Background: an optimization exercise with open tools, aiming at a short achievable clock period and few clock cycles. Do not read the settings as production practice. Where RTL was checked, it was by simulation tests only, not by an equivalence proof against the original. Function not checked in run 1: the RTL went through the layout flow alone. No activity file was given, so power comes from the tool's default toggle rates.

==> flow/design.v <==
module Mips(
	input clk,
	input rst,
	output[31:0] imem_addr,
	input[31:0] imem_data,
	output[17:0] SRAM_ADDR,
	output[15:0] SRAM_WDATA,
	input[15:0] SRAM_RDATA,
	output SRAM_WE_N
);
localparam CIB = 4;               
localparam NCS = 1 << CIB;        
localparam CTB = 16 - CIB;        
localparam SBB = 2;               
localparam SBD = 1 << SBB;        
localparam [1:0] S_IDLE = 2'd0, S_ISSHI = 2'd1, S_CAPLO = 2'd2, S_CAPHI = 2'd3;
reg [31:0] pcf;
reg [15:0] btb_v;
reg [25:0] btb_tag [0:15];
reg [29:0] btb_tgt [0:15];
reg [2:0]  btb_ctr [0:15];
reg [7:0]  btb_dif [0:15];
reg [15:0] btb_xn;
reg        v2;
reg [31:0] pc2, seq2;
reg [21:0] seq2_p1, seq2_m1;    
reg        bh2, pt2;
reg [2:0]  bc2;
reg        vS;
reg [31:0] irS, pcS, seqS;
reg [9:0]  pdS;
reg [31:0] opA_S, opB_S;
reg        srcF_S;         
reg        bWA_S, bWB_S, bW2A_S, bW2B_S;
reg        bhS, ptS;
reg [2:0]  bcS;
reg        vD;
reg [31:0] irD, pcD, seqD;
reg [9:0]  pdD;
reg        bhD, ptD;
reg [2:0]  bcD;
reg [31:0] opA_D, opB_D;
reg        srcF_D;         
reg [31:0] opA_F, opB_F;   
reg        bWA_D, bWB_D;   
reg        bW2A_D, bW2B_D;  
reg        eA_r, eB_r;     
reg [31:0] rf [1:31];
reg [31:1] rfv;           
reg        vE;
reg [31:0] A_E, B_E, T_E;
reg [4:0]  rsE, rtE;
reg        uA_E, uB_E, uT_E;
reg [15:0] wE;
reg        cvE, heldMiss, specE;
reg [CTB-1:0] ctgE;
reg [31:0] cdE;
reg [4:0]  destE;
reg        weE, ldE, stE, bezE, bneE, jmpE, subE;
reg        cAdd_E, cAnd_E, cOr_E, cNor_E, cXor_E, cSll_E, cSra_E, cSrl_E;
reg        guessE, nzE;
reg [31:0] tgtE, seqE, pcE;
reg        bhE;
reg [2:0]  bcE;
reg [1:0]  mst;
reg        lbV, lbWe, lbFill, lbRdy;
reg [4:0]  lbDest;
reg [15:0] lbW;
reg [15:0] lo_cap;
reg [31:0] dataL;
localparam PFK = 15;
reg        pfV;
reg [3:0]  pfCnt;
reg [15:0] pfW, pfFA;
reg        pf_s1, pf_s2, pf_s3, pfDataV, pfCancel;
reg [15:0] pf_lo;
reg [31:0] pfData;
reg        bu_v, bu_w;
reg [3:0]  bu_i;
reg [25:0] bu_tag;
reg [29:0] bu_tgt;
reg [2:0]  bu_ctr;
reg [7:0]  bu_dif;
reg        bu_tk, bu_hit, bu_bne;
reg        weW, fillW;
reg [31:0] dataW, dataW2;
reg [4:0]  destW;
reg [15:0] waW;
reg [NCS-1:0]     cval;
reg [NCS*CTB-1:0] ctagF;
reg [NCS*32-1:0]  cdatF;
reg [15:0] sb_a [0:SBD-1];
reg [31:0] sb_d [0:SBD-1];
reg [SBB-1:0] sb_h, sb_t;
reg [SBB:0]   sb_n;
reg        sb_ph;
reg [17:0] sa;
reg [15:0] sw;
reg        swe_n;
assign imem_addr = pcf;
assign SRAM_ADDR = sa;
assign SRAM_WDATA = sw;
assign SRAM_WE_N = swe_n;
wire [3:0]  fi = pcf[5:2];
wire        bhit = btb_v[fi] && (btb_tag[fi] == pcf[31:6]);
wire [2:0]  bctr = btb_ctr[fi];
wire        bpt = bhit && bctr[2] && !btb_xn[fi];
wire [31:0] pcf4 = pcf + 32'd4;
wire [31:0] npc = bpt ? {btb_tgt[fi], 2'b00} : pcf4;
function [9:0] predec(input [31:0] w);
	reg [5:0] op;
	begin
		op = w[31:26];
		predec[0] = (op == 6'd1) || (op == 6'd3) || (op == 6'd5) || (op == 6'd6) || (op == 6'd7) ||
		            (op == 6'd8) || (op == 6'd9) || (op == 6'd10) || (op == 6'd11) || (op == 6'd12);
		predec[1] = (op == 6'd32);
		predec[2] = (op == 6'd33);
		predec[3] = (op == 6'd36);
		predec[4] = (op == 6'd37);
		predec[5] = (op == 6'd40);
		predec[6] = (op == 6'd41);
		predec[7] = (op == 6'd42);
		predec[8] = (w[15:0] != 16'd0);
		predec[9] = (w[25:21] == w[20:16]);
	end
endfunction
wire [9:0] pdN = predec(imem_data);
wire [4:0] rsN = imem_data[25:21];
wire [4:0] rtN = imem_data[20:16];
wire [4:0] rsS = irS[25:21];
wire [4:0] rtS = irS[20:16];
wire [31:0] rfA_S = bWA_S ? dataW : bW2A_S ? dataW2 : srcF_S ? opA_F : opA_S;
wire [31:0] rfB_S = bWB_S ? dataW : bW2B_S ? dataW2 : srcF_S ? opB_F : opB_S;
wire [31:0] rdA_N = (rsN != 5'd0 && rfv[rsN]) ? rf[rsN] : 32'd0;
wire [31:0] rdB_N = (rtN != 5'd0 && rfv[rtN]) ? rf[rtN] : 32'd0;
wire bW2A_N = weW && destW == rsN && rsN != 5'd0;
wire bW2B_N = weW && destW == rtN && rtN != 5'd0;
wire [5:0] opF = imem_data[31:26];
wire isBezF = (opF == 6'd40);
wire isBneF = (opF == 6'd41);
wire stTakenF = imem_data[15] || (isBezF && rsN == 5'd0) || (isBneF && rsN != rtN);
wire shortF = (imem_data[15:7] == 9'h000) || (imem_data[15:7] == 9'h1FF);
wire rdF_fire = v2 && !pt2 && shortF && ((opF == 6'd42) ||
                ((isBezF || isBneF) && stTakenF && !bh2 && imem_data[15:0] != 16'd0));
wire [8:0]  tgtF_lo = {1'b0, seq2[9:2]} + {1'b0, imem_data[7:0]};
wire [21:0] upF = seq2[31:10];
wire [21:0] upF_p1 = seq2_p1;
wire [21:0] upF_m1 = seq2_m1;
wire [21:0] tgtF_hi = (tgtF_lo[8] && !imem_data[15]) ? upF_p1 :
                      (!tgtF_lo[8] && imem_data[15]) ? upF_m1 : upF;
wire [31:0] tgtF = {tgtF_hi, tgtF_lo[7:0], 2'b00};
wire ptF = pt2 || rdF_fire;
wire [5:0] opD = irD[31:26];
wire [4:0] rsD = irD[25:21];
wire [4:0] rtD = irD[20:16];
wire [4:0] rdD = irD[15:11];
wire [31:0] sxD = {{16{irD[15]}}, irD[15:0]};
wire isRD    = pdD[0];
wire isAddiD = pdD[1];
wire isSubiD = pdD[2];
wire isLdD   = pdD[3];
wire isStD   = pdD[4];
wire isBezD  = pdD[5];
wire isBneD  = pdD[6];
wire isJmpD  = pdD[7];
wire nzD     = pdD[8];      
wire sameD   = pdD[9];      
wire useA_D = isRD | isAddiD | isSubiD | isBezD | isBneD;    
wire useB_D = isRD | isBneD;                                 
wire [4:0] destD = isRD ? rdD : rtD;
wire weD = (isRD | isAddiD | isSubiD | isLdD) && (destD != 5'd0);
wire [31:0] tgtD = seqD + {sxD[29:0], 2'b00};
wire [31:0] rfA = bWA_D ? dataW : bW2A_D ? dataW2 : srcF_D ? opA_F : opA_D;
wire [31:0] rfB = bWB_D ? dataW : bW2B_D ? dataW2 : srcF_D ? opB_F : opB_D;
wire [17:0] ofsD = sxD[17:0] - 18'd1024;
wire [17:0] eaD = rfA[17:0] + ofsD;
wire [15:0] wD = eaD[17:2];
wire [CIB-1:0] ciD = wD[CIB-1:0];
wire hazD = (isLdD || isStD) &&
            ((vE && weE && rsD == destE) || (lbV && lbWe && rsD == lbDest));
wire [31:0] Af = A_E;
wire [31:0] Bf = B_E;
wire [31:0] Tf = T_E;
wire [31:0] sumE = Af + (subE ? ~Bf : Bf) + {31'd0, subE};
wire big = |Bf[31:5];
wire [4:0] sh = Bf[4:0];
wire [31:0] sllE = big ? 32'd0 : (Af << sh);
wire [31:0] srE = $signed({cSra_E & Af[31], Af}) >>> (big ? 6'd32 : {1'b0, sh});
wire [31:0] aluE = ({32{cAdd_E}} & sumE) |
                   ({32{cAnd_E}} & (Af & Bf)) |
                   ({32{cOr_E}}  & (Af | Bf)) |
                   ({32{cNor_E}} & ~(Af | Bf)) |
                   ({32{cXor_E}} & (Af ^ Bf)) |
                   ({32{cSll_E}} & sllE) |
                   ({32{cSra_E | cSrl_E}} & srE);
wire sboard = vE && lbV && lbWe &&
              ((uA_E && rsE == lbDest) || ((uB_E || uT_E) && rtE == lbDest));
wire takenE = jmpE | (bezE & (Af == 32'd0)) | (bneE & (Af != Bf));
wire mispE = vE && (bezE || bneE) && nzE && !sboard && (takenE != guessE);
wire [31:0] redirE = takenE ? tgtE : seqE;
wire ldEv = vE && ldE;
wire stEv = vE && stE;
wire [CIB-1:0] ciE = wE[CIB-1:0];
wire [CTB-1:0] ctE = wE[15:CIB];
wire chit = cvE && !heldMiss && (ctgE == ctE);
wire sb_full = (sb_n == SBD);
wire sb_empty = (sb_n == 0);
reg sbmatch;
integer k;
always @(*) begin
	sbmatch = 1'b0;
	for (k = 0; k < SBD; k = k + 1)
		if (((k - sb_h) & (SBD - 1)) < sb_n && sb_a[k] == wE) sbmatch = 1'b1;
end
wire ldMiss = ldEv && !chit;
wire ldAlloc = ldMiss && !sbmatch && (!lbV || lbRdy || mst == S_CAPHI);
wire st_wr = stEv && !sb_full && !sboard;
wire stallE = (ldMiss && !ldAlloc) || (stEv && sb_full) || sboard;
wire advE = !stallE;
wire e2w = vE && advE && weE && !ldMiss;
wire capNow = (mst == S_CAPHI);
wire lbToW = lbV && (lbRdy || capNow) && !e2w;
wire wn_we = e2w || (lbToW && lbWe);
wire [4:0] wn_dest = e2w ? destE : lbDest;
wire [31:0] wn_data = e2w ? (ldE ? cdE : aluE) : lbRdy ? dataL : {SRAM_RDATA, lo_cap};
wire cbyS = st_wr && ciE == ciD;
wire fill_we = fillW || pfDataV;
wire [15:0] fill_a = fillW ? waW : pfFA;
wire [31:0] fill_d = fillW ? dataW : pfData;
wire cbyF = fill_we && fill_a[CIB-1:0] == ciD;
wire [CIB-1:0] pI = rfA[CIB+1:2] ^ sxD[CIB+1:2];
wire [CIB-1:0] gI = rfA[CIB+1:2] & sxD[CIB+1:2];
wire c2I = (rfA[1] & sxD[1]) | ((rfA[1] ^ sxD[1]) & rfA[0] & sxD[0]);
reg [NCS-1:0] selD;
reg [CIB-1:0] jv, cyI;
reg           crvR;
reg [CTB-1:0] crtR;
reg [31:0]    crdR;
integer j;
always @(*) begin
	crvR = 1'b0;
	crtR = {CTB{1'b0}};
	crdR = 32'd0;
	for (j = 0; j < NCS; j = j + 1) begin
		jv = j;
		cyI = gI | (pI & ~jv);
		selD[j] = ((pI ^ jv) == {cyI[CIB-2:0], c2I});
		crvR = crvR | (selD[j] & cval[j]);
		crtR = crtR | ({CTB{selD[j]}} & ctagF[j*CTB +: CTB]);
		crdR = crdR | ({32{selD[j]}} & cdatF[j*32 +: 32]);
	end
end
wire          crvD = cbyS | cbyF | crvR;
wire [CTB-1:0] crtD = cbyS ? ctE : cbyF ? fill_a[15:CIB] : crtR;
wire [31:0]   crdD = cbyS ? Tf : cbyF ? fill_d : crdR;
wire p_hi = (mst == S_ISSHI);
wire p_new = ldAlloc;
wire spec_go;
wire sb_go = !(p_hi || p_new || spec_go) && !sb_empty;
wire sb_deq = sb_go && sb_ph;
wire pf_free = !(p_hi || p_new || spec_go || sb_go);
reg pfSbMatch;
always @(*) begin
	pfSbMatch = 1'b0;
	for (k = 0; k < SBD; k = k + 1)
		if (((k - sb_h) & (SBD - 1)) < sb_n && sb_a[k] == pfW) pfSbMatch = 1'b1;
end
wire pf_idle = !pf_s1 && !pf_s2 && !pf_s3 && !pfDataV;
wire pf_try = pfV && pfCnt != 4'd0 && pf_idle;
wire pf_lo_go = pf_try && !pfSbMatch && pf_free;
wire pf_skip = pf_try && pfSbMatch;
wire pf_hi_go = pf_s1 && pf_free;
wire pf_kill = st_wr && wE == pfFA;      
wire sb_enq = st_wr;
reg [1:0] mst_n;
always @(*) begin
	mst_n = mst;
	case (mst)
		S_ISSHI: mst_n = S_CAPLO;
		S_CAPLO: mst_n = S_CAPHI;
		default: mst_n = S_IDLE;
	endcase
	if (ldAlloc) mst_n = specE ? S_CAPLO : S_ISSHI;
end
wire accD = !vD || (advE && !hazD);
wire fetch_ok = !rst && (accD || (!vS && !v2));
wire goD = vD && advE && !hazD && !mispE;    
wire brD = (isBezD || isBneD) && nzD;
wire bneSame = isBneD && sameD;                       
wire eA = eA_r;                  
wire eB = eB_r && isBneD;        
wire useE = (eA || eB) && !bneSame;
wire lbHazB = lbV && lbWe && (rsD == lbDest || (isBneD && rtD == lbDest));
wire eAdd = cAdd_E;
wire eLog = cAnd_E | cOr_E | cNor_E | cXor_E;
wire eLd = ldE && chit;
wire [31:0] xD = eA ? rfB : rfA;    
wire [31:0] bxE = subE ? ~Bf : Bf;
wire [31:0] ppE = Af ^ bxE;
wire [31:0] ggE = Af & bxE;
wire [31:0] cyE = ggE | (ppE & ~xD);
wire eqAdd = ((ppE ^ xD) == {cyE[30:0], subE});
wire [31:0] logE = ({32{cAnd_E}} & (Af & Bf)) | ({32{cOr_E}} & (Af | Bf)) |
                   ({32{cNor_E}} & ~(Af | Bf)) | ({32{cXor_E}} & (Af ^ Bf));
wire eqLog = (logE == xD);
wire eqLd = (cdE == xD);
wire eqE_x = eAdd ? eqAdd : eLog ? eqLog : eqLd;
wire eqAdd0 = (ppE == {ggE[30:0], subE});
wire eqE_0 = eAdd ? eqAdd0 : eLog ? (logE == 32'd0) : (cdE == 32'd0);
wire eqE = isBezD ? eqE_0 : eqE_x;
wire eqR = isBezD ? (rfA == 32'd0) : (rfA == rfB);
wire eqD = bneSame | (useE ? eqE : eqR);
wire takenD = isBezD ? eqD : !eqD;
wire resD = brD && goD && !lbHazB && (!useE || eAdd || eLog || eLd);
wire rdD_fire = vD && isJmpD && !ptD;
wire mispD = resD && (takenD != ptD);
assign spec_go = vD && isLdD && !hazD && advE && !p_hi && !p_new;
wire [31:0] pcf_n = mispD ? (ptD ? seqD : tgtD) :
                    mispE ? redirE : rdD_fire ? tgtD : rdF_fire ? tgtF : fetch_ok ? npc : pcf;
integer i;
wire [4:0] rsNew = vS ? rsS : rsN;
wire [4:0] rtNew = vS ? rtS : rtN;
always @(posedge clk) begin
	if (advE) begin
		eA_r <= goD && weD && destD == rsNew;
		eB_r <= goD && weD && destD == rtNew;
	end else if (accD) begin
		eA_r <= vE && weE && destE == rsNew;
		eB_r <= vE && weE && destE == rtNew;
	end
end
always @(posedge clk or posedge rst) begin
	if (rst) begin
		pcf <= 32'd0;
		v2 <= 1'b0;
		vS <= 1'b0;
		vD <= 1'b0;
		ptD <= 1'b0;
	end else begin
		pcf <= pcf_n;
		v2 <= !mispE && !mispD && !rdD_fire && !rdF_fire && fetch_ok;
		if (mispE || mispD || rdD_fire)
			vS <= 1'b0;
		else if (accD)
			vS <= vS & v2;
		else if (v2)
			vS <= 1'b1;
		if (mispE)
			vD <= 1'b0;
		else if (accD) begin
			if (mispD || rdD_fire)
				vD <= 1'b0;
			else if (vS) begin
				vD <= 1'b1;
				ptD <= ptS;
			end else begin
				vD <= v2;
				ptD <= ptF;
			end
		end else if (rdD_fire)
			ptD <= 1'b1;
	end
end
always @(posedge clk) begin
	if (fetch_ok) begin
		pc2 <= pcf;
		seq2 <= pcf4;
		seq2_p1 <= pcf4[31:10] + 22'd1;
		seq2_m1 <= pcf4[31:10] - 22'd1;
		bh2 <= bhit;
		bc2 <= bctr;
		pt2 <= bpt;
	end
	opA_F <= rdA_N;
	opB_F <= rdB_N;
	opA_S <= rfA_S;
	opB_S <= rfB_S;
	if ((accD && vS) || (!accD && v2)) begin
		irS <= imem_data; pdS <= pdN; pcS <= pc2; seqS <= seq2; bhS <= bh2; bcS <= bc2; ptS <= ptF;
		srcF_S <= 1'b1;
		bWA_S <= wn_we && wn_dest == rsN;
		bWB_S <= wn_we && wn_dest == rtN;
		bW2A_S <= bW2A_N;
		bW2B_S <= bW2B_N;
	end else begin
		srcF_S <= 1'b0;
		bWA_S <= wn_we && wn_dest == rsS;
		bWB_S <= wn_we && wn_dest == rtS;
		bW2A_S <= 1'b0;
		bW2B_S <= 1'b0;
	end
	if (accD && vS) begin
		opA_D <= rfA_S;
		opB_D <= rfB_S;
		srcF_D <= 1'b0;
		bWA_D <= wn_we && wn_dest == rsS;
		bWB_D <= wn_we && wn_dest == rtS;
		bW2A_D <= 1'b0;
		bW2B_D <= 1'b0;
	end else if (accD) begin
		srcF_D <= 1'b1;
		bWA_D <= wn_we && wn_dest == rsN;
		bWB_D <= wn_we && wn_dest == rtN;
		bW2A_D <= bW2A_N;
		bW2B_D <= bW2B_N;
	end else begin
		opA_D <= rfA;
		opB_D <= rfB;
		srcF_D <= 1'b0;
		bWA_D <= wn_we && wn_dest == rsD;
		bWB_D <= wn_we && wn_dest == rtD;
		bW2A_D <= 1'b0;
		bW2B_D <= 1'b0;
	end
	if (accD) begin
		if (vS) begin
			irD <= irS; pdD <= pdS; pcD <= pcS; seqD <= seqS; bhD <= bhS; bcD <= bcS;
		end else begin
			irD <= imem_data; pdD <= pdN; pcD <= pc2; seqD <= seq2; bhD <= bh2; bcD <= bc2;
		end
	end
end
always @(posedge clk or posedge rst) begin
	if (rst)
		btb_v <= 16'd0;
	else if (bu_v && bu_w)
		btb_v[bu_i] <= 1'b1;
end
wire [7:0] bu_dif0 = btb_dif[bu_i];
wire [7:0] bu_next = {bu_dif[6:0], 1'b0} - bu_dif0;    
always @(posedge clk or posedge rst) begin
	if (rst)
		btb_xn <= 16'd0;
	else if (bu_v && bu_w)
		btb_xn[bu_i] <= bu_tk && bu_hit && bu_bne && bu_next == 8'd0 && bu_dif != bu_dif0;
end
always @(posedge clk) begin
	if (bu_v && bu_w) begin
		btb_tag[bu_i] <= bu_tag;
		btb_tgt[bu_i] <= bu_tgt;
		btb_ctr[bu_i] <= bu_ctr;
		btb_dif[bu_i] <= bu_dif;
	end
end
always @(posedge clk or posedge rst) begin
	if (rst)
		bu_v <= 1'b0;
	else
		bu_v <= vE && (bezE || bneE || jmpE) && advE;
end
always @(posedge clk) begin
	bu_i <= pcE[5:2];
	bu_tag <= pcE[31:6];
	bu_tgt <= tgtE[31:2];
	bu_w <= bhE || takenE;
	bu_dif <= Af[7:0] - Bf[7:0];
	bu_tk <= takenE;
	bu_hit <= bhE;
	bu_bne <= bneE;
	bu_ctr <= !bhE ? 3'd6 :
	          takenE ? ((bcE == 3'd7) ? 3'd7 : bcE + 3'd1) :
	                   ((bcE == 3'd0) ? 3'd0 : bcE - 3'd1);
end
always @(posedge clk or posedge rst) begin
	if (rst)
		rfv <= 31'd0;
	else if (weW)
		rfv[destW] <= 1'b1;
end
always @(posedge clk) begin
	if (weW)
		rf[destW] <= dataW;
end
always @(posedge clk or posedge rst) begin
	if (rst)
		vE <= 1'b0;
	else if (advE)
		vE <= goD;
end
always @(posedge clk) begin
	if (advE) begin
		A_E <= (wn_we && wn_dest == rsD) ? wn_data : rfA;
		B_E <= !useB_D ? sxD : (wn_we && wn_dest == rtD) ? wn_data : rfB;
		T_E <= (wn_we && wn_dest == rtD) ? wn_data : rfB;
		rsE <= rsD;
		rtE <= rtD;
		uA_E <= useA_D;
		uB_E <= useB_D;
		uT_E <= isStD;
		wE <= wD;
		specE <= spec_go;
		heldMiss <= 1'b0;
		destE <= destD;
		weE <= weD;
		ldE <= isLdD;
		stE <= isStD;
		bezE <= isBezD;
		bneE <= isBneD;
		jmpE <= isJmpD;
		subE <= (opD == 6'd3) || isSubiD;
		cAdd_E <= (opD == 6'd1) || (opD == 6'd3) || isAddiD || isSubiD;
		cAnd_E <= (opD == 6'd5);
		cOr_E <= (opD == 6'd6);
		cNor_E <= (opD == 6'd7);
		cXor_E <= (opD == 6'd8);
		cSll_E <= (opD == 6'd9) || (opD == 6'd10);
		cSra_E <= (opD == 6'd11);
		cSrl_E <= (opD == 6'd12);
		guessE <= resD ? takenD : ptD;
		nzE <= nzD;
		tgtE <= tgtD;
		seqE <= seqD;
		pcE <= pcD;
		bhE <= bhD;
		bcE <= bcD;
	end else begin
		if (wn_we && wn_dest == rsE) A_E <= wn_data;
		if (uB_E && wn_we && wn_dest == rtE) B_E <= wn_data;
		if (wn_we && wn_dest == rtE) T_E <= wn_data;
		specE <= 1'b0;
		heldMiss <= ldMiss;
		if (mispE) guessE <= takenE;
	end
	cvE <= crvD;
	ctgE <= crtD;
	cdE <= crdD;
end
always @(posedge clk or posedge rst) begin
	if (rst) begin
		mst <= S_IDLE;
		lbV <= 1'b0;
		lbRdy <= 1'b0;
	end else begin
		mst <= mst_n;
		if (ldAlloc) begin
			lbV <= 1'b1;
			lbRdy <= 1'b0;
		end else if (lbToW) begin
			lbV <= 1'b0;
			lbRdy <= 1'b0;
		end else if (capNow)
			lbRdy <= 1'b1;
	end
end
always @(posedge clk) begin
	if (mst == S_CAPLO) lo_cap <= SRAM_RDATA;
	if (capNow) dataL <= {SRAM_RDATA, lo_cap};
	if (ldAlloc) begin
		lbDest <= destE;
		lbWe <= weE;
		lbW <= wE;
		lbFill <= 1'b1;
	end else begin
		if (e2w && destE == lbDest) lbWe <= 1'b0;
		if (st_wr && ciE == lbW[CIB-1:0]) lbFill <= 1'b0;
	end
end
always @(posedge clk or posedge rst) begin
	if (rst) begin
		weW <= 1'b0;
		fillW <= 1'b0;
	end else begin
		weW <= wn_we;
		fillW <= lbToW && lbFill && !(st_wr && ciE == lbW[CIB-1:0]);
	end
end
always @(posedge clk) begin
	dataW <= wn_data;
	destW <= wn_dest;
	dataW2 <= dataW;
	waW <= lbW;
end
always @(posedge clk or posedge rst) begin
	if (rst) begin
		pfV <= 1'b0;
		pf_s1 <= 1'b0;
		pf_s2 <= 1'b0;
		pf_s3 <= 1'b0;
		pfDataV <= 1'b0;
	end else begin
		if (ldAlloc) pfV <= 1'b1;
		pf_s1 <= pf_lo_go;
		pf_s2 <= pf_hi_go;
		pf_s3 <= pf_s2;
		if (pf_s3)
			pfDataV <= !pfCancel && !pf_kill;
		else if (!fillW || pf_kill)
			pfDataV <= 1'b0;
	end
end
always @(posedge clk) begin
	if (ldAlloc) begin
		pfW <= wE + 16'd1;
		pfCnt <= PFK;
	end else if (pf_hi_go || pf_skip) begin
		pfW <= pfW + 16'd1;
		pfCnt <= pfCnt - 4'd1;
	end
	if (pf_lo_go) begin
		pfFA <= pfW;
		pfCancel <= st_wr && wE == pfW;
	end else if (pf_kill)
		pfCancel <= 1'b1;
	if (pf_s2) pf_lo <= SRAM_RDATA;
	if (pf_s3) pfData <= {SRAM_RDATA, pf_lo};
end
always @(posedge clk or posedge rst) begin
	if (rst)
		cval <= {NCS{1'b0}};
	else begin
		if (fill_we) cval[fill_a[CIB-1:0]] <= 1'b1;
		if (sb_enq) cval[ciE] <= 1'b1;
	end
end
always @(posedge clk) begin
	for (j = 0; j < NCS; j = j + 1) begin
		if (sb_enq && ciE == j) begin
			ctagF[j*CTB +: CTB] <= ctE;
			cdatF[j*32 +: 32] <= Tf;
		end else if (fill_we && fill_a[CIB-1:0] == j) begin
			ctagF[j*CTB +: CTB] <= fill_a[15:CIB];
			cdatF[j*32 +: 32] <= fill_d;
		end
	end
end
always @(posedge clk or posedge rst) begin
	if (rst) begin
		sb_h <= {SBB{1'b0}};
		sb_t <= {SBB{1'b0}};
		sb_n <= {(SBB+1){1'b0}};
		sb_ph <= 1'b0;
	end else begin
		if (sb_enq) sb_t <= sb_t + 1'b1;
		if (sb_deq) sb_h <= sb_h + 1'b1;
		sb_n <= sb_n + {{SBB{1'b0}}, sb_enq} - {{SBB{1'b0}}, sb_deq};
		if (sb_go) sb_ph <= ~sb_ph;
	end
end
always @(posedge clk) begin
	swe_n <= rst || !sb_go;
	sa <= p_hi ? {1'b0, lbW, 1'b1} :
	      p_new ? {1'b0, wE, specE} :
	      spec_go ? {1'b0, wD, 1'b0} :
	      sb_go ? {1'b0, sb_a[sb_h], sb_ph} :
	      pf_lo_go ? {1'b0, pfW, 1'b0} : {1'b0, pfFA, 1'b1};
end
always @(posedge clk) begin
	if (sb_enq) begin
		sb_a[sb_t] <= wE;
		sb_d[sb_t] <= Tf;
	end
	sw <= sb_ph ? sb_d[sb_h][31:16] : sb_d[sb_h][15:0];    
end
endmodule
==> flow/flow/run.sh <==
#!/bin/bash
# Standard ORFS layout (the standard.sh), with timing repair aimed well
# below the 15 ns clock: repair_timing keeps working until the setup slack
# reaches SETUP_SLACK_MARGIN (10.6 ns below the 15 ns clock).
export SETUP_SLACK_MARGIN=10.6
bash standard.sh > standard.log 2>&1
==> flow/standard.sh <==
#!/bin/bash
# synth_recipe.tcl (not shown) runs the flow's synth.tcl, then flattens the netlist and writes it again
# the make line also repeats each setting of config.mk as NAME=value (left out here)
make -C /OpenROAD-flow-scripts/flow DESIGN_CONFIG=/design/flow/config.mk WORK_HOME=/design/flow/orfs CLKGATE_MAP_FILE= SYNTH_SCRIPT=/design/flow/synth_recipe.tcl "${@:-finish}"
==> flow/config.mk <==
export PLATFORM = sky130hd
export DESIGN_NAME = Mips
export DESIGN_NICKNAME = Mips
export VERILOG_FILES = /design/flow/design.v
export SDC_FILE = /design/flow/constraint.sdc
export NUM_CORES = 8
export LEC_CHECK = 0
export CAP_MARGIN = 20
export CORE_MARGIN = 2
export CORE_UTILIZATION = 40
export SLEW_MARGIN = 40
==> flow/constraint.sdc <==
create_clock -name core_clock -period 15.0 [get_ports {clk}]
set_input_delay 3.0000 -clock core_clock [delete_from_list [all_inputs] [get_ports {clk}]]
set_output_delay 3.0000 -clock core_clock [all_outputs]
set_load 0.01 [all_outputs]
==> run summary, run 1 <==
outcome=complete, no violations; period utilisation layout=33.3%; WHS Endpoint=bu_tag[13]; Starting Density=between 40% and 50%; CTS tree=built; FF/Latch Area=approximately 120000 sq um; Pint=roughly 25000 uW; post-synthesis cell count=approximately 14000; vias post-DR=140000; Ys Warns=1; worst skew pair latency=~1.1 ns; Die H=just over 700 um; part of the power in the clock network=31.8%; Crit path max-delay family=compound AO/OA/AOI/OAI gates; post-synthesis cell area=approximately 200000 sq um; Area Overhead vs Synth=20.6%; most frequent cells in the layout=edfxtp_1 (3746), nor2_1 (1247), a21oi_1 (1088); worst-path fanout max=4; PwrDens=153 nW/um^2; Crit Reg-Reg Endpoint=pcf[26]; Net Sw Frac=between 30 and 40%; final-report hold violation count=0; post-synthesis cell type count=~110; htree depth=5; Clk pin slew, worst setup/hold paths=roughly 0.060 ns; sequential area share after synthesis=between 60% and 70%; Clock Sink Count=between 4000 and 5000; CP max stage cell=fa_2; Mapped Nets=14600; share of layout cells above drive strength 1=between 20% and 30%; Avg Cell Area, Syn=14.0 sq um; core box area=~500000 sq um; RSZ-0062 raised after global routing=true; Post-synth top flop=edfxtp_1; setup_tns=0 ns; total of max-cap violations=0; R2R cell count=17; Rows=260; fillcell total=about 42000; Crit Path Class=input port to flip-flop; most common cell after layout, fill and taps aside=edfxtp_1; area of the multi-input gates=77400 sq um; Peak supply drop=0.000131 V; DR WL/cell=35.1 um; IO Pins=117; Worst EP arrival=5.95 ns; vias in the first global route=132000; Num CTS Buffers=about 460; HP Class=flip-flop to flip-flop; Vias/cell=6.34; Final Setup Violations=0; CP Cell Sequence=buf_12 -> ha_4 -> inv_2 -> fa_2 -> nor2b_2 -> o21ai_2 -> a21boi_2 -> o21ai_2 -> a21o_4 -> buf_12 -> buf_16 -> buf_4 -> and3_1 -> a211oi_1 -> a311o_1 -> a31oi_2 -> o221ai_1 -> o21a_1 -> o31ai_2; Lkg Pwr=0.0858 uW; WHS Path Cells=0; r2r startpoint=A_E[21]; hold wc startpoint=pcE[19]; GR Overflow Total=0; Yosys reg bits=around 4300; Post-DP HPWL=450000 um; Worst-Margin Slew=approximately 0.96 ns; final WL=between 700000 and 800000 um; Flop pwr share=about two fifths; fmax=200 MHz; Tot GR Track Use=about 30%; CP required=roughly 16 ns; critical path buffer and inverter count=5; die width=between 700 and 800 um; Comb power frac=about a quarter; share of synthesized registers carrying an async set or reset=3.19%; Die ar.=508000 sq um; nets=15300; post-route ant nets=0; IO Port Bufs=roughly 120; Slew headroom=a little over a third; Placer Congestion=~1.0; critical path launch point type=input port; DR DRC count=0; NetSw=12000 uW; register-to-register setup slack=a little over 10 ns; Max clock buf depth=4; Post-synth EDFFs=around 3700; DRT Pass-1 Iters=8; initial DRC count=around 21000; Layout Skew=about 0.086 ns; root buffer cell=clkbuf_16; CP Capture Type=flip-flop; min Tclk post-route=5.00 ns; first-pass GRT wire length=around 1100000 um; Slew Limit Fails=0; initial antenna violation count=55; max incr delay on CP=0.36 ns; Hold Slack=about 0.3 ns; largest net degree at the start of global routing=114
-- synth_stat cells, types with 143 or more instances --
cell	number	area, sq um
a21oi_1	1137	5690
xor2_1	348	3050
ha_1	218	2730
a22o_1	190	1660
dfxtp_1	384	7690
mux2i_1	691	6920
edfxtp_1	3746	112000
buf_1	153	574
a221oi_1	224	1960
nand2_1	630	2360
mux2_2	239	2690
mux4_2	882	19900
nor3_1	143	716
clkbuf_1	813	3050
nor2_1	1337	5020
inv_1	354	1330
xnor2_1	305	2670
o21ai_0	401	2010
-- what timing repair did --
item	in CTS	in global routing
hold buffers	0	0
gates cloned	91	29
endpoints found under the setup margin	1431	1117
pin swaps	196	195
setup buffers	340	190
gates resized for setup	1406	528
-- flip-flops by register name (all words and copies together) (netlist names), 48 cells and up --
register and cells:
sb_a 64, btb_dif 128, btb_ctr 48, ctagF 192
rf 992, sb_d 128, cdatF 512, btb_tag 416
btb_tgt 480
-- stage by stage --
step	instances	instance area [sq um]	total power (uW)	utilization (%)	worst slack, ns
floorplan	14300	202000	19900	-	8.94
global placement	20500	211000	23400	42.1	6.74
detailed placement	20500	212000	23500	42.3	6.95
CTS	21800	237000	36300	47.4	10.0
global route	22000	242000	38000	48.3	9.97
finish	22100	242000	37000	48.3	10.00
-- power by group through the flow --
stage          clock (uW)  combinational [uW]  sequential [uW]
6_report            11800                9750            15500
5_1_grt             12300               10100            15600
4_1_cts             11900                9000            15500
3_5_place_dp            0                7720            15800
3_3_place_gp            0                7600            15800
2_1_floorplan           0                4570            15300
-- metal layers --
metal / GRT usage [%] / vias to the layer above / wire length, um
met2: 43.9 / 9519 / 339000
met3: 6.94 / 2111 / 92200
li1: - / 56800 / -
met4: 14.8 / 32 / 49100
met5: 0 / - / 195
met1: 39.7 / 71400 / 294000
-- final cells by class --
cell class / count / area share, %
flip-flops and latches: 4266 / 51.1
multi-input cells: 8589 / 32.0
repair buffers: 1275 / 6.40
clock buffers: 628 / 5.25
well taps: 6681 / 3.45
clock inverters: 233 / 1.16
inverters: 368 / 0.612
diodes: 29 / 0.0300
repair inverters: 1 / 0.00362
-- kinds of logic (layout without fill, tap and decap cells) --
family	count (synthesis)	count (layout)	share of synthesized area [%]
AOI/OAI and AO/OA	2893	2894	9.33
xor gates and xnor gates	653	653	2.85
adders and majority gates	286	286	2.04
buffers and inverters	1449	2505	2.86
DFF	4266	4266	61.6
muxes	1825	1825	14.8
other	1	30	0.00187
and+or+nand+nor	2922	2930	6.59
-- worst max path at each step --
stage	start	end	depth (start not counted)	slack, ns
after floorplan	rst	pcf[25]	5	8.94
after global placement	imem_data[21]	opA_F[17]	9	6.74
after detailed placement	imem_data[21]	opA_F[26]	9	6.95
after CTS	pcf[3]	imem_addr[3]	3	10.0
after global routing	imem_data[0]	pcf[17]	18	9.97
final	imem_data[0]	pcf[21]	19	10.00
==> run 2, diff against run 1 <==
--- a/flow/design.v
+++ b/flow/design.v
@@ -15,6 +15,7 @@
 localparam SBD = 1 << SBB;        
 localparam [1:0] S_IDLE = 2'd0, S_ISSHI = 2'd1, S_CAPLO = 2'd2, S_CAPHI = 2'd3;
 reg [31:0] pcf;
+reg [31:0] ia_q;          
 reg [15:0] btb_v;
 reg [25:0] btb_tag [0:15];
 reg [29:0] btb_tgt [0:15];
@@ -97,7 +98,7 @@
 reg [17:0] sa;
 reg [15:0] sw;
 reg        swe_n;
-assign imem_addr = pcf;
+assign imem_addr = ia_q;
 assign SRAM_ADDR = sa;
 assign SRAM_WDATA = sw;
 assign SRAM_WE_N = swe_n;
@@ -305,7 +306,8 @@
 wire eqLog = (logE == xD);
 wire eqLd = (cdE == xD);
 wire eqE_x = eAdd ? eqAdd : eLog ? eqLog : eqLd;
-wire eqAdd0 = (ppE == {ggE[30:0], subE});
+wire [31:0] cyE0 = ggE | ppE;
+wire eqAdd0 = (ppE == {cyE0[30:0], subE});
 wire eqE_0 = eAdd ? eqAdd0 : eLog ? (logE == 32'd0) : (cdE == 32'd0);
 wire eqE = isBezD ? eqE_0 : eqE_x;
 wire eqR = isBezD ? (rfA == 32'd0) : (rfA == rfB);
@@ -318,6 +320,8 @@
 wire [31:0] pcf_n = mispD ? (ptD ? seqD : tgtD) :
                     mispE ? redirE : rdD_fire ? tgtD : rdF_fire ? tgtF : fetch_ok ? npc : pcf;
 integer i;
+always @(posedge clk)
+	ia_q <= pcf_n;
 wire [4:0] rsNew = vS ? rsS : rsN;
 wire [4:0] rtNew = vS ? rtS : rtN;
 always @(posedge clk) begin
==> run summary, run 2 <==
IO Pins=117 (unchanged); hold wc startpoint=pcE[12]; CP max stage cell=a21o_4; Tot GR Track Use=29.3% (+0.046 points); r2r startpoint=A_E[24]; Yosys top cell by area=edfxtp_1; most frequent cells in the layout=edfxtp_1 (3746), nor2_1 (1228), a21oi_1 (1135); share of synthesized registers carrying an async set or reset=3.16% (-0.024 points); Clk pin slew, worst setup/hold paths=0.06 ns (about the same); Post-DP HPWL=466000 um (+3.5%); Area Overhead vs Synth=18.8%; Pint=24600 uW (-1.9%); final-report hold violation count=0 (unchanged); most common cell after layout, fill and taps aside=edfxtp_1; total of max-cap violations=0 (unchanged); Placer Congestion=1.02 (-1.4%); initial antenna violation count=71 (+29%); htree depth=5 (unchanged); DRT Pass-1 Iters=7 (-1); root buffer cell=clkbuf_16; Slew Limit Fails=0 (unchanged); PwrDens=152 nW/um^2 (-0.58%); die width=715 um (+0.35%); Num CTS Buffers=449 (-1.3%); Largest Register=rf; fmax=213 MHz (+6.5%); Clock Sink Count=4298 (+0.75%); final WL=779000 um (+0.71%); nets=15300 (+0.078%); Lkg Pwr=0.0844 uW (-1.6%); Vias/cell=6.37 (+0.56%); Worst EP arrival=5.66 ns (-0.29 ns); min Tclk post-route=4.69 ns (-0.305 ns); CP required=15.97 ns (+0.02 ns); Yosys reg bits=4298 (+0.75%); Rows=261 (+0.38%); outcome=complete, no violations; worst setup slack after layout=10.31 ns (+0.305 ns); Slew headroom=35.4% (-0.51 points); Starting Density=40.1% (about the same); top cell type's share of synthesized area=55.6% (-0.39 points); first-pass GRT wire length=1060000 um (+0.54%); largest net degree at the start of global routing=85 (-25%); post-layout power=36500 uW (-1.4%); most frequent cell after synthesis=edfxtp_1; top post-synthesis cells by area=edfxtp_1 (56%), mux4_2 (9.2%), dfxtp_1 (4.1%); worst skew pair latency=1.09 ns (about the same); Place WS=7.76 ns (+0.806 ns); setup_tns=0 ns (unchanged); part of the power in the clock network=31.3% (-0.5 points); Post-synth top flop=edfxtp_1; Avg Cell Area, Syn=13.9 sq um (-0.97%); Crit Path Class=input port to flip-flop; Max clock buf depth=4 (unchanged); worst-path fanout max=9 (+5); CP Capture Type=flip-flop; vias post-DR=141000 (+0.75%); Flop pwr share=43.1% (+1.2 points); post-synthesis cell area=202000 sq um (+0.70%); Ys Warns=1 (unchanged); share of layout cells above drive strength 1=24.7% (-1.3 points); initial DRC count=21400 (+0.42%); Die H=715 um (+0.35%); GR Overflow Total=0 (unchanged); critical path launch point type=input port; Post-Place Cells=20700 (+1.0%); Net Sw Frac=32.7% (+0.38 points); HP Class=flip-flop to flip-flop; vias in the first global route=133000 (+0.80%); Final Setup Violations=0 (unchanged); DR WL/cell=35.3 um (+0.53%); Worst-Margin Slew=0.959 ns (-0.000458 ns); top cells by instance count after synthesis=edfxtp_1 (3746), nor2_1 (1314), a21oi_1 (1203), mux4_2 (830), clkbuf_1 (797); Mapped Nets=14900 (+1.6%); max FFs per register=992 (unchanged); Layout Skew=0.135 ns (+0.0488 ns); IO Port Bufs=115 (unchanged); Die ar.=511000 sq um (+0.69%); max incr delay on CP=0.38 ns (+0.02 ns); Non-Filler Instances=22100 (+0.18%); Peak supply drop=0.000115 V (-12%); sequential area share after synthesis=61.5% (-0.11 points); post-route ant nets=0 (unchanged); Post-synth EDFFs=3746 (unchanged); Comb power frac=25.5% (-0.8 points); core box area=504000 sq um (+0.71%); period utilisation layout=31.3% (-2.0 points); post-synthesis cell count=14500 (+1.7%); fin util=47.6% (-0.72 points); CP Cell Sequence=buf_8 -> ha_4 -> inv_2 -> fa_2 -> nor2b_1 -> o21ai_2 -> a21boi_2 -> o21ai_4 -> a21o_4 -> nand2_4 -> buf_4 -> a211oi_2 -> a31oi_1 -> a221oi_2 -> o21ai_1 -> mux2_4; first element of the critical path=imem_data[0]; CTS tree=built; top flop regs=rf: 992 flops, cdatF: 512 flops, btb_tgt: 480 flops; DR DRC count=0 (unchanged); post-synthesis cell type count=113 (+4.6%); NetSw=12000 uW (-0.21%); RSZ-0062 raised after global routing=true
==> run 2: cell types whose count changed in the layout (fill, tap and decap cells not counted), moves of 45 or more <==
| cell | before | now |
|---|---|---|
| a22oi_1 | 75 | 136 |
| mux4_2 | 882 | 830 |
| mux2_2 | 215 | 279 |
| o21ai_0 | 283 | 334 |
| a21oi_1 | 1088 | 1135 |
| buf_4 | 665 | 578 |
| a221oi_1 | 162 | 207 |
==> run 2: cell families (layout without fill, tap and decap cells) <==
kind of cell | after synthesis | count (layout) | synth area share [%]
DFF | 4298 | 4298 | 61.5
and+or+nand+nor | 2939 | 2952 | 6.64
adders and majority gates | 289 | 289 | 1.93
AOI/OAI and AO/OA | 3053 | 3055 | 9.86
muxes | 1826 | 1826 | 14.4
buffers and inverters | 1481 | 2300 | 2.93
other | 1 | 36 | 0.00186
xor gates and xnor gates | 648 | 648 | 2.81
==> run 2: metal layers <==
layer  GRT usage [%]  share of wire, %
met3            7.15                12
met1            40.6                39
met4            13.0               5.3
met5               0             0.031
met2            43.7                44
==> run 2: final timing paths <==
path / endpoint / slack, ns / cells after the start
max in group asynchronous: sb_h[0] / 10.84 / 4
min in group asynchronous: pcf[15] / 2.69 / 3
min reg2reg: bu_tag[6] / 0.33 / 0
min: bu_tag[6] / 0.33 / 0
max: pcf[14] / 10.31 / 16
max reg2reg: pcf[30] / 10.36 / 18
==> run 2: power groups by stage <==
stage	combinational, uW	sequential, uW	clock, uW
after floorplan	4820	15400	0
after global placement	7780	16000	0
after detailed placement	7850	16000	0
after CTS	8820	15700	11500
after global routing	9700	15800	12000
final	9330	15800	11400
==> run 2: what timing repair did <==
item	4_1_cts	5_1_grt
pin swaps	157	93
gates cloned	75	31
endpoints found under the setup margin	1544	654
hold endpoints to repair	0	0
buffers inserted	242	132
hold buffers	0	0
gates resized for setup	1262	364
==> run 2: cell type report <==
| class | instances | area (sq um) |
|---|---|---|
| diodes | 35 | 87.6 |
| clock buffers | 652 | 12900 |
| clock inverters | 201 | 2190 |
| fillers | 43400 | 264000 |
| inverters | 377 | 1580 |
| multi-input cells | 8771 | 77700 |
| flip-flops and latches | 4298 | 124000 |
| well taps | 6706 | 8390 |
| repair buffers | 1069 | 12800 |
| repair inverters | 1 | 11.3 |
==> run 2: per-stage QoR <==
stage               area [sq um]  hold slack (ns)
finish                    240000            0.332
global placement          212000            0.324
floorplan                 203000            0.323
CTS                       236000            0.342
global route              240000            0.347
detailed placement        213000            0.328
==> run 2: worst max-delay path: cells and delay by family <==
| kind | cells | cell delay, ns |
|---|---|---|
| multiplexers | 1 | 0.27 |
| adder cells (fa/ha/maj) | 2 | 0.34 |
| AO/OA/AOI/OAI | 8 | 1.49 |
| AND/OR/NAND/NOR | 2 | 0.22 |
| buffers and inverters | 3 | 0.33 |
Testbench counts of run 2, summed over its fixed seeds: cycles 62,400.
==> run 3, diff against run 2 <==
--- a/flow/config.mk
+++ b/flow/config.mk
@@ -7,5 +7,5 @@
 export LEC_CHECK = 0
 export CAP_MARGIN = 20
 export CORE_MARGIN = 2
-export CORE_UTILIZATION = 40
+export CORE_UTILIZATION = 45
 export SLEW_MARGIN = 40
==> run summary, run 3 <==
outcome=complete, no violations; IO Pins=117 (unchanged); most frequent cells in the layout=edfxtp_1 (3746), nor2_1 (1220), a21oi_1 (1111); sequential area share after synthesis=61.5% (unchanged); r2r startpoint=pcf[3]; Crit Reg-Reg Endpoint=pcf[24]; CP required=15.87 ns (-0.10 ns); Placer Congestion=1.03 (+1.1%); RSZ-0062 raised after global routing=true; Die H=674 um (-5.7%); final instance area=238000 sq um (-0.75%); min Tclk post-route=4.79 ns (+0.0942 ns); Max clock buf depth=4 (unchanged); vias post-DR=140000 (-0.38%); most common cell after layout, fill and taps aside=edfxtp_1; Crit Path Class=input port to flip-flop; max FFs per register=992 (unchanged); Largest Register=rf; Post-synth top flop=edfxtp_1; share of layout cells above drive strength 1=24.8% (+0.083 points); R2R cell count=15 (-3); Clock Sink Count=4298 (unchanged); Yosys reg bits=4298 (unchanged); cts hold-fix bufs=0 (unchanged); DR DRC count=0 (unchanged); GR Overflow Total=0 (unchanged); nets=15300 (-0.098%); WHS Path Cells=0 (unchanged); IO Port Bufs=115 (unchanged); final-report hold violation count=0 (unchanged); Ys Warns=1 (unchanged); Final Setup Violations=0 (unchanged); DR WL/cell=36.6 um (+3.8%); Num CTS Buffers=451 (+0.45%); Layout Skew=0.101 ns (-0.0333 ns); root buffer cell=clkbuf_16; Avg Cell Area, Syn=13.9 sq um (unchanged); top cell type's share of synthesized area=55.6% (unchanged); vias in the first global route=132000 (-0.22%); total of max-cap violations=0 (unchanged); hold wc startpoint=pcE[14]; HP Class=flip-flop to flip-flop; Slew headroom=30.6% (-4.8 points); period utilisation layout=31.9% (+0.63 points); top post-synthesis cells by area=edfxtp_1 (56%), mux4_2 (9.2%), dfxtp_1 (4.1%); Post-Place Cells=20000 (-3.5%); first element of the critical path=imem_data[2]; Yosys top cell by area=edfxtp_1; post-synthesis cell type count=113 (unchanged); post-synthesis cell count=14500 (unchanged); Tot GR Track Use=33.3% (+4.0 points); Starting Density=45.1% (+5.0 points); fin util=53.2% (+5.6 points); WHS Endpoint=bu_tag[8]; worst-path fanout max=10 (+1); setup_tns=0 ns (unchanged); fmax=209 MHz (-2.0%); post-route ant nets=0 (unchanged); initial DRC count=21700 (+1.6%); most frequent cell after synthesis=edfxtp_1; core box area=448000 sq um (-11%); Slew Limit Fails=0 (unchanged); Area Overhead vs Synth=17.9%; Rows=246 (-5.7%); share of synthesized registers carrying an async set or reset=3.16% (unchanged); DRT Pass-1 Iters=7 (unchanged); worst skew pair latency=1.06 ns (-0.03 ns); final WL=781000 um (+0.24%); Post-synth EDFFs=3746 (unchanged); placed instance area=212000 sq um (-0.40%); htree depth=5 (unchanged); CTS tree=built; post-synthesis cell area=202000 sq um (unchanged); Worst EP arrival=5.66 ns (about the same); critical path launch point type=input port; Lkg Pwr=0.0839 uW (-0.51%); top cells by instance count after synthesis=edfxtp_1 (3746), nor2_1 (1314), a21oi_1 (1203), mux4_2 (830), clkbuf_1 (797); Vias/cell=6.57 (+3.1%); Clk pin slew, worst setup/hold paths=0.06 ns (about the same); Post-DP HPWL=483000 um (+3.7%); Non-Filler Instances=21400 (-3.4%); register-to-register setup slack=10.35 ns (about the same); PwrDens=155 nW/um^2 (+1.6%); Mapped Nets=14900 (unchanged); Die ar.=455000 sq um (-11%); CP Capture Type=flip-flop; largest net degree at the start of global routing=137 (+61%); Worst-Margin Slew=1.04 ns (+0.0795 ns); initial antenna violation count=64 (-9.9%); first-pass GRT wire length=1070000 um (+0.43%); top flop regs=rf: 992 flops, cdatF: 512 flops, btb_tgt: 480 flops; die width=674 um (-5.7%); Peak supply drop=0.000114 V (-1.0%)
-- run 3: cell counts after synthesis --
Identical to the previous run, type by type.
-- run 3: kinds of logic after synthesis --
| family | count (synthesis) | synth area share [%] |
|---|---|---|
| AND/OR/NAND/NOR | 2939 | 6.64 |
| buffers and inverters | 1481 | 2.93 |
| AO/OA/AOI/OAI | 3053 | 9.86 |
| adder cells (fa/ha/maj) | 289 | 1.93 |
| flip-flops | 4298 | 61.5 |
| XOR/XNOR | 648 | 2.81 |
| multiplexers | 1826 | 14.4 |
| other | 1 | 0.00186 |
-- run 3: area by class of cell --
type / count / area, sq um
sequential: 4298 / 125000
antenna: 53 / 133
clock inverter: 243 / 2800
tap: 5952 / 7450
multi-input combinational: 8769 / 77300
fill: 36600 / 210000
timing repair buffer: 1053 / 11900
inverter: 377 / 1610
clock buffer: 608 / 12600
timing repair inverter: 2 / 15.0
-- run 3: layer usage --
| layer | track usage, % | wire, um |
|---|---|---|
| met2 | 49.5 | 341000 |
| met5 | 0 | 266 |
| met3 | 7.41 | 92200 |
| met1 | 46.0 | 299000 |
| met4 | 17.2 | 48700 |
-- run 3: worst max path at each step --
stage,end,slack [ns],cells after the start
2_1_floorplan,opA_F[21],9.37,16
3_3_place_gp,pcf[27],7.73,15
3_5_place_dp,pcf[16],7.73,15
4_1_cts,cdatF[143],10.30,10
5_1_grt,ia_q[27],10.14,16
6_report,pcf[14],10.21,14
-- run 3: worst max-delay path, cell delays in order --
cell	delay [ns]
clkdlybuf4s15_2	0.24
ha_4	0.24
nor2b_2	0.16
o21ai_2	0.17
a21boi_2	0.09
o21ai_4	0.21
a21o_4	0.33
buf_4	0.19
nand2_4	0.15
nand2_1	0.14
a31oi_1	0.10
a221oi_2	0.24
o21ai_1	0.09
mux2_4	0.28
-- run 3: power by group --
group	internal, uW	total (uW)	switching (uW)
Clock	6760	11700	4920
Sequential	14500	15900	1400
Combinational	3490	9230	5750
-- run 3: per-stage QoR --
step / power, uW / worst slack (ns) / hold WS, ns
floorplan: 20200 / 9.37 / 0.323
CTS: 36300 / 10.30 / 0.342
global route: 37800 / 10.14 / 0.343
finish: 36800 / 10.21 / 0.321
detailed placement: 24100 / 7.73 / 0.327
global placement: 24000 / 7.73 / 0.324
-- run 3: timing repair --
action                      CTS  global route
gates cloned                 43            19
gates resized for setup    1175           428
setup buffers               224           150
pin swaps                   113           124
setup endpoints to repair  1706           893
==> run 4, diff against run 3 <==
==> flow/flow/run.sh (replaced) <==
#!/bin/bash
# Standard ORFS layout (the standard.sh), with timing repair aimed well
# below the 15 ns clock: repair_timing keeps working until the setup slack
# reaches SETUP_SLACK_MARGIN (11.0 ns below the 15 ns clock).
export SETUP_SLACK_MARGIN=11.0
bash standard.sh > standard.log 2>&1
--- a/flow/config.mk
+++ b/flow/config.mk
@@ -7,5 +7,5 @@
 export LEC_CHECK = 0
 export CAP_MARGIN = 20
 export CORE_MARGIN = 2
-export CORE_UTILIZATION = 45
+export CORE_UTILIZATION = 40
 export SLEW_MARGIN = 40
==> run summary, run 4 <==
initial DRC count=23100 (+6.2%); worst-path fanout max=1 (-9); largest net degree at the start of global routing=92 (-33%); core box area=504000 sq um (+13%); Rows=261 (+6.1%); vias post-DR=146000 (+3.8%); Peak supply drop=0.000131 V (+15%); Max clock buf depth=4 (unchanged); period utilisation layout=31.5% (-0.39 points); part of the power in the clock network=30.6% (-1.1 points); Post-DP HPWL=475000 um (-1.8%); IO Pins=117 (unchanged); CP max stage cell=dfxtp_4; Slew Limit Fails=0 (unchanged); Final Setup Violations=0 (unchanged); Worst-Margin Slew=1.00 ns (-0.0364 ns); Layout Skew=0.127 ns (+0.0253 ns); Yosys top cell by area=edfxtp_1; RSZ-0062 raised after global routing=true; first-pass GRT wire length=1110000 um (+4.5%); initial antenna violation count=73 (+14%); Die H=715 um (+6.0%); Vias/cell=6.46 (-1.7%); critical path launch point type=flip-flop; final-report hold violation count=0 (unchanged); fillcell total=42100 (+15%); share of synthesized registers carrying an async set or reset=3.16% (unchanged); HP Class=flip-flop to flip-flop; total of max-cap violations=0 (unchanged); top cell type's share of synthesized area=55.6% (unchanged); CP required=12.00 ns (-3.87 ns); Crit path max-delay family=flip-flops; Worst EP arrival=1.73 ns (-3.93 ns); min Tclk post-route=4.73 ns (-0.0580 ns); FF/Latch Area=124000 sq um (about the same); DR WL/cell=36.7 um (+0.27%); root buffer cell=clkbuf_16; Clk pin slew, worst setup/hold paths=0.07 ns (about the same); outcome=complete, no violations; final WL=827000 um (+5.8%); vias in the first global route=136000 (+2.9%); Placer Congestion=1.02 (-0.24%); post-synthesis cell area=202000 sq um (unchanged); share of layout cells above drive strength 1=30.0% (+5.3 points); Num CTS Buffers=444 (-1.6%); Net Sw Frac=33.4% (+0.61 points); placed instance area=213000 sq um (+0.39%); CP Capture Type=primary output; post-synthesis cell count=14500 (unchanged); top flop regs=rf: 992 flops, cdatF: 512 flops, btb_tgt: 480 flops; CTS tree=built; IO Port Bufs=115 (unchanged); CP Cell Sequence=buf_6; Ys Warns=1 (unchanged); Die ar.=511000 sq um (+12%); nets=15700 (+3.0%); post-synthesis cell type count=113 (unchanged); Avg Cell Area, Syn=13.9 sq um (unchanged); Slew headroom=33.2% (+2.6 points); htree depth=5 (unchanged); NetSw=12600 uW (+4.5%); most common cell after layout, fill and taps aside=edfxtp_1; most frequent cell after synthesis=edfxtp_1; Starting Density=40.1% (-5.0 points); DRT Pass-1 Iters=9 (+2); sequential area share after synthesis=61.5% (unchanged); fmax=212 MHz (+1.2%); Post-synth EDFFs=3746 (unchanged); top post-synthesis cells by area=edfxtp_1 (56%), mux4_2 (9.2%), dfxtp_1 (4.1%); final instance area=250000 sq um (+5.0%); max FFs per register=992 (unchanged); PwrDens=151 nW/um^2 (-2.3%); Comb power frac=27.5% (+2.4 points); Area Overhead vs Synth=23.8%; Post-synth top flop=edfxtp_1; die width=715 um (+6.0%); DR DRC count=0 (unchanged); GR Overflow Total=0 (unchanged); Yosys reg bits=4298 (unchanged); worst skew pair latency=1.11 ns (+0.05 ns); post-route ant nets=0 (unchanged); Largest Register=rf; setup_tns=0 ns (unchanged); cts hold-fix bufs=0 (unchanged); Mapped Nets=14900 (unchanged); Pint=25200 uW (+1.7%); max incr delay on CP=0.47 ns (+0.14 ns); most frequent cells in the layout=edfxtp_1 (3746), nor2_1 (1184), a21oi_1 (1073); Crit Path Class=flip-flop to primary output; Lkg Pwr=0.0884 uW (+5.3%); critical path buffer and inverter count=1 (-1); Tot GR Track Use=30.9% (-2.4 points); area of the multi-input gates=81600 sq um (+5.4%); top cells by instance count after synthesis=edfxtp_1 (3746), nor2_1 (1314), a21oi_1 (1203), mux4_2 (830), clkbuf_1 (797); Flop pwr share=41.9% (-1.3 points); Clock Sink Count=4298 (unchanged)
run 4: worst paths after layout:
| check | startpoint | end | cells after the start | slack, ns |
|---|---|---|---|---|
| min in group asynchronous | rst | pcf[24] | 3 | 2.67 |
| max | ia_q[27] | imem_addr[27] | 1 | 10.27 |
| min reg2reg | lbW[11] | waW[11] | 0 | 0.28 |
| max in group asynchronous | rst | weW | 4 | 11.41 |
| max reg2reg | pcf[2] | ia_q[24] | 16 | 10.46 |
| min | lbW[11] | waW[11] | 0 | 0.28 |
run 4: cell families (layout without fill, tap and decap cells):
kind of cell               after synthesis  count (layout)  synth area share (%)
buffers and inverters                 1481            2726                  2.93
adders and majority gates              289             289                  1.93
xor gates and xnor gates               648             648                  2.81
and+or+nand+nor                       2939            2958                  6.64
other                                    1              36               0.00186
muxes                                 1826            1826                  14.4
DFF                                   4298            4298                  61.5
AOI/OAI and AO/OA                     3053            3056                  9.86
run 4: cell type report:
type | count | area share (%)
Timing Repair inverter | 6 | 0.0195
Inverter | 377 | 0.644
Antenna cell | 35 | 0.0350
Multi-Input combinational cell | 8778 | 32.6
Tap cell | 6706 | 3.35
Timing Repair Buffer | 1505 | 7.64
Clock buffer | 565 | 4.79
Sequential cell | 4298 | 49.7
Clock inverter | 273 | 1.21
run 4: through the flow:
stage          instances  total power [uW]  setup WS [ns]  hold WS [ns]  util, %
6_report           22500             37800          10.27         0.281     49.6
5_1_grt            22500             38600          10.16         0.295     49.6
4_1_cts            22200             36900          10.20         0.293     48.3
3_5_place_dp       20700             24000           7.65         0.327     42.3
3_3_place_gp       20700             24000           7.69         0.324     42.1
2_1_floorplan      14500             20200           9.37         0.323        -
run 4: metal layers:
metal	track usage, %	part of all wire (%)	vias up
met5	0	0.040	-
li1	-	-	58300
met3	7.59	12	2498
met2	46.5	44	10700
met1	41.1	37	74200
met4	17.6	7.3	50
run 4: repair_timing:
| item | 4_1_cts | 5_1_grt |
|---|---|---|
| endpoints found under the setup margin | 2520 | 1323 |
| setup buffers | 516 | 233 |
| resized for setup | 2002 | 712 |
| pin swaps | 325 | 370 |
| gates cloned | 151 | 37 |
run 4: power by group through the flow:
stage	clock network [uW]	registers, uW	logic, uW
2_1_floorplan	0	15400	4850
6_report	11500	15800	10400
4_1_cts	11600	15800	9530
3_5_place_dp	0	16000	7990
5_1_grt	12100	15900	10700
3_3_place_gp	0	16000	7940
==> run 5, diff against run 4 <==
==> flow/flow/run.sh (replaced) <==
#!/bin/bash
# Standard ORFS layout (the standard.sh), with timing repair aimed well
# below the 15 ns clock: repair_timing keeps working until the setup slack
# reaches SETUP_SLACK_MARGIN (10.8 ns below the 15 ns clock).
export SETUP_SLACK_MARGIN=10.8
bash standard.sh > standard.log 2>&1
==> run summary, run 5 <==
RSZ-0062 raised after global routing=true; Post-synth top flop=edfxtp_1; Clock Sink Count=4298 (unchanged); min Tclk post-route=4.70 ns (-0.0266 ns); fmax=213 MHz (+0.57%); worst-path fanout max=1 (unchanged); Slew headroom=28.9% (-4.3 points); Hold Slack=0.313 ns (+0.0317 ns); vias post-DR=144000 (-1.4%); max FFs per register=992 (unchanged); Place WS=7.51 ns (-0.133 ns); DR DRC count=0 (unchanged); CP Capture Type=primary output; root buffer cell=clkbuf_16; initial antenna violation count=57 (-22%); Global Route met1 Usage=40.7% (-0.32 points); top cell type's share of synthesized area=55.6% (unchanged); Peak supply drop=0.000141 V (+7.5%); top flop regs=rf: 992 flops, cdatF: 512 flops, btb_tgt: 480 flops; IO Port Bufs=115 (unchanged); worst setup slack after layout=10.30 ns (+0.0266 ns); core box area=504000 sq um (unchanged); critical path launch point type=flip-flop; DR WL/cell=36.3 um (-1.0%); Placer Congestion=1.02 (-0.82%); Ys Warns=1 (unchanged); most common cell after layout, fill and taps aside=edfxtp_1; sequential area share after synthesis=61.5% (unchanged); Largest Register=rf; first-pass GRT wire length=1090000 um (-2.1%); Avg Cell Area, Syn=13.9 sq um (unchanged); CP required=12.00 ns (about the same); Vias/cell=6.43 (-0.47%); initial DRC count=23000 (-0.39%); Rows=261 (unchanged); largest net degree at the start of global routing=69 (-25%); routing usage on met3=7.27% (-0.32 points); Die ar.=511000 sq um (unchanged); final-report hold violation count=0 (unchanged); post-synthesis cell area=202000 sq um (unchanged); PwrDens=151 nW/um^2 (about the same); top cells by instance count after synthesis=edfxtp_1 (3746), nor2_1 (1314), a21oi_1 (1203), mux4_2 (830), clkbuf_1 (797); CP max stage cell=dfxtp_4; Post-synth EDFFs=3746 (unchanged); Yosys top cell by area=edfxtp_1; IO Pins=117 (unchanged); fillcell total=42600 (+1.2%); share of layout cells above drive strength 1=28.4% (-1.7 points); worst skew pair latency=1.09 ns (-0.02 ns); Mapped Nets=14900 (unchanged); Starting Density=40.1% (unchanged); post-layout power=37100 uW (-1.7%); htree depth=5 (unchanged); DRT Pass-1 Iters=9 (unchanged); CTS tree=built; max incr delay on CP=0.47 ns (about the same); vias in the first global route=133000 (-2.0%); Slew Limit Fails=0 (unchanged); die width=715 um (unchanged); outcome=complete, no violations; global-route layer with the greatest usage=met2; total of max-cap violations=0 (unchanged); final WL=811000 um (-1.9%); period utilisation layout=31.3% (-0.18 points); most frequent cell after synthesis=edfxtp_1; GR Overflow Total=0 (unchanged); Num CTS Buffers=445 (+0.23%); post-route ant nets=0 (unchanged); setup_tns=0 ns (unchanged); Worst EP arrival=1.70 ns (-0.03 ns); Max clock buf depth=4 (unchanged); nets=15600 (-1.2%); Final Setup Violations=0 (unchanged); post-synthesis cell type count=113 (unchanged); Crit Path Class=flip-flop to primary output; Area Overhead vs Synth=21.8%; top post-synthesis cells by area=edfxtp_1 (56%), mux4_2 (9.2%), dfxtp_1 (4.1%); Worst-Margin Slew=1.05 ns (+0.0529 ns); Post-DP HPWL=477000 um (+0.45%); post-synthesis cell count=14500 (unchanged); HP Class=flip-flop to flip-flop; Yosys reg bits=4298 (unchanged); CP Cell Sequence=buf_6; most frequent cells in the layout=edfxtp_1 (3746), nor2_1 (1186), a21oi_1 (1093); M2 GR Usage=45.5% (-0.97 points); share of synthesized registers carrying an async set or reset=3.16% (unchanged); Layout Skew=0.117 ns (-0.00960 ns); Die H=715 um (unchanged); Clk pin slew, worst setup/hold paths=0.06 ns (about the same); critical path buffer and inverter count=1 (unchanged); Tot GR Track Use=30.3% (-0.63 points); Crit path max-delay family=flip-flops; Lkg Pwr=0.0868 uW (-1.8%)
[run 5: cell counts after synthesis]
No cell type changed its count.
[run 5: area by class of cell]
class,instances,area [sq um],share of cell area [%]
flip-flops and latches,4298,124000,50.6
multi-input cells,8777,80500,32.7
repair buffers,1312,16400,6.66
clock buffers,629,12400,5.05
well taps,6706,8390,3.41
clock inverters,208,2250,0.915
inverters,377,1630,0.661
diodes,28,70.1,0.0285
repair inverters,6,51.3,0.0208
[run 5: kinds of logic after synthesis]
logic type	synth area share (%)
multiplexers	14.4
AO/OA/AOI/OAI	9.86
buffers and inverters	2.93
flip-flops	61.5
AND/OR/NAND/NOR	6.64
other	0.00186
adder cells (fa/ha/maj)	1.93
XOR/XNOR	2.81
[run 5: final timing paths]
check | from | cells past startpoint | to | slack [ns]
hold reg to reg | lbW[7] | 0 | waW[7] | 0.31
hold / removal | lbW[7] | 0 | waW[7] | 0.31
setup reg to reg | cOr_E | 14 | pcf[27] | 10.37
max in group asynchronous | rst | 4 | pf_s3 | 10.99
setup / recovery | ia_q[27] | 1 | imem_addr[27] | 10.30
min in group asynchronous | rst | 2 | pcf[23] | 2.57
[run 5: worst register-to-register path, delay by kind of cell, from the launching register on]
family	cells	cell delay, ns
mux	1	0.34
xor+xnor	1	0.22
compound gates	4	0.87
flops	1	0.36
buf+inv	3	0.72
simple gates	5	2.01
[run 5: through the flow]
step	instances	utilization [%]	instance area [sq um]
global route	22300	48.8	246000
floorplan	14500	-	204000
finish	22300	48.8	246000
detailed placement	20700	42.3	213000
CTS	22100	47.7	241000
global placement	20700	42.1	212000
[run 5: per-layer routing]
layer / share of wire, % / vias to the layer above / wire length [um]
met5: 0.037 / - / 304
met2: 44 / 10300 / 354000
met3: 12 / 2279 / 98500
li1: - / 57800 / -
met1: 37 / 73300 / 302000
met4: 7.0 / 48 / 56600
[run 5: what timing repair did]
| item | in CTS | in global routing |
|---|---|---|
| setup endpoints to repair | 1895 | 1417 |
| hold buffers | 0 | 0 |
| pin swaps | 228 | 296 |
| gates cloned | 122 | 36 |
| resized for setup | 1733 | 739 |
| setup buffers | 380 | 193 |
[run 5: where the power goes]
group | total, uW | internal [uW] | switching [uW]
registers | 15800 | 14500 | 1330
clock network | 11300 | 6350 | 4910
logic | 10000 | 3910 | 6130
total | 37100 | 24800 | 12400

[re-timing with driven ports]
The results above use ideal ports. As a check the final layouts listed here were re-extracted and re-timed, cells and wires unchanged. Step 1 assumes that a clkbuf_16 drives the clock port and a buf_2 every other input. Step 2 also shifts input and output timing later by t, the mid clock arrival at the registers, as if the neighbouring blocks saw the same clock. Three values: ideal ports, drivers, drivers and shift; two values: the first two.
| run | shift t [ns] | setup WS [ns] | worst setup path at the end | latest minus earliest clock arrival (ns) | cell pins on the clock port's net |
|---|---|---|---|---|---|
| run 1 | 1.162 | 10.003 / 9.902 / 8.743 | input to register | 0.087 / 0.087 | 1 |
| run 2 | 1.136 | 10.308 / 10.245 / 9.181 | input to register | 0.136 / 0.136 | 1 |
| run 3 | 1.134 | 10.214 / 10.233 / 9.163 | input to register | 0.103 / 0.103 | 1 |
| run 4 | 1.185 | 10.272 / 10.135 / 9.209 | input to register | 0.130 / 0.130 | 1 |
| run 5 | 1.155 | 10.298 / 10.181 / 9.251 | input to register | 0.127 / 0.127 | 1 |
After both steps every run listed still meets setup and hold. The setup slack of run 1, which loses most, moves by -0.101 ns with the drivers and by -1.260 ns with both steps.
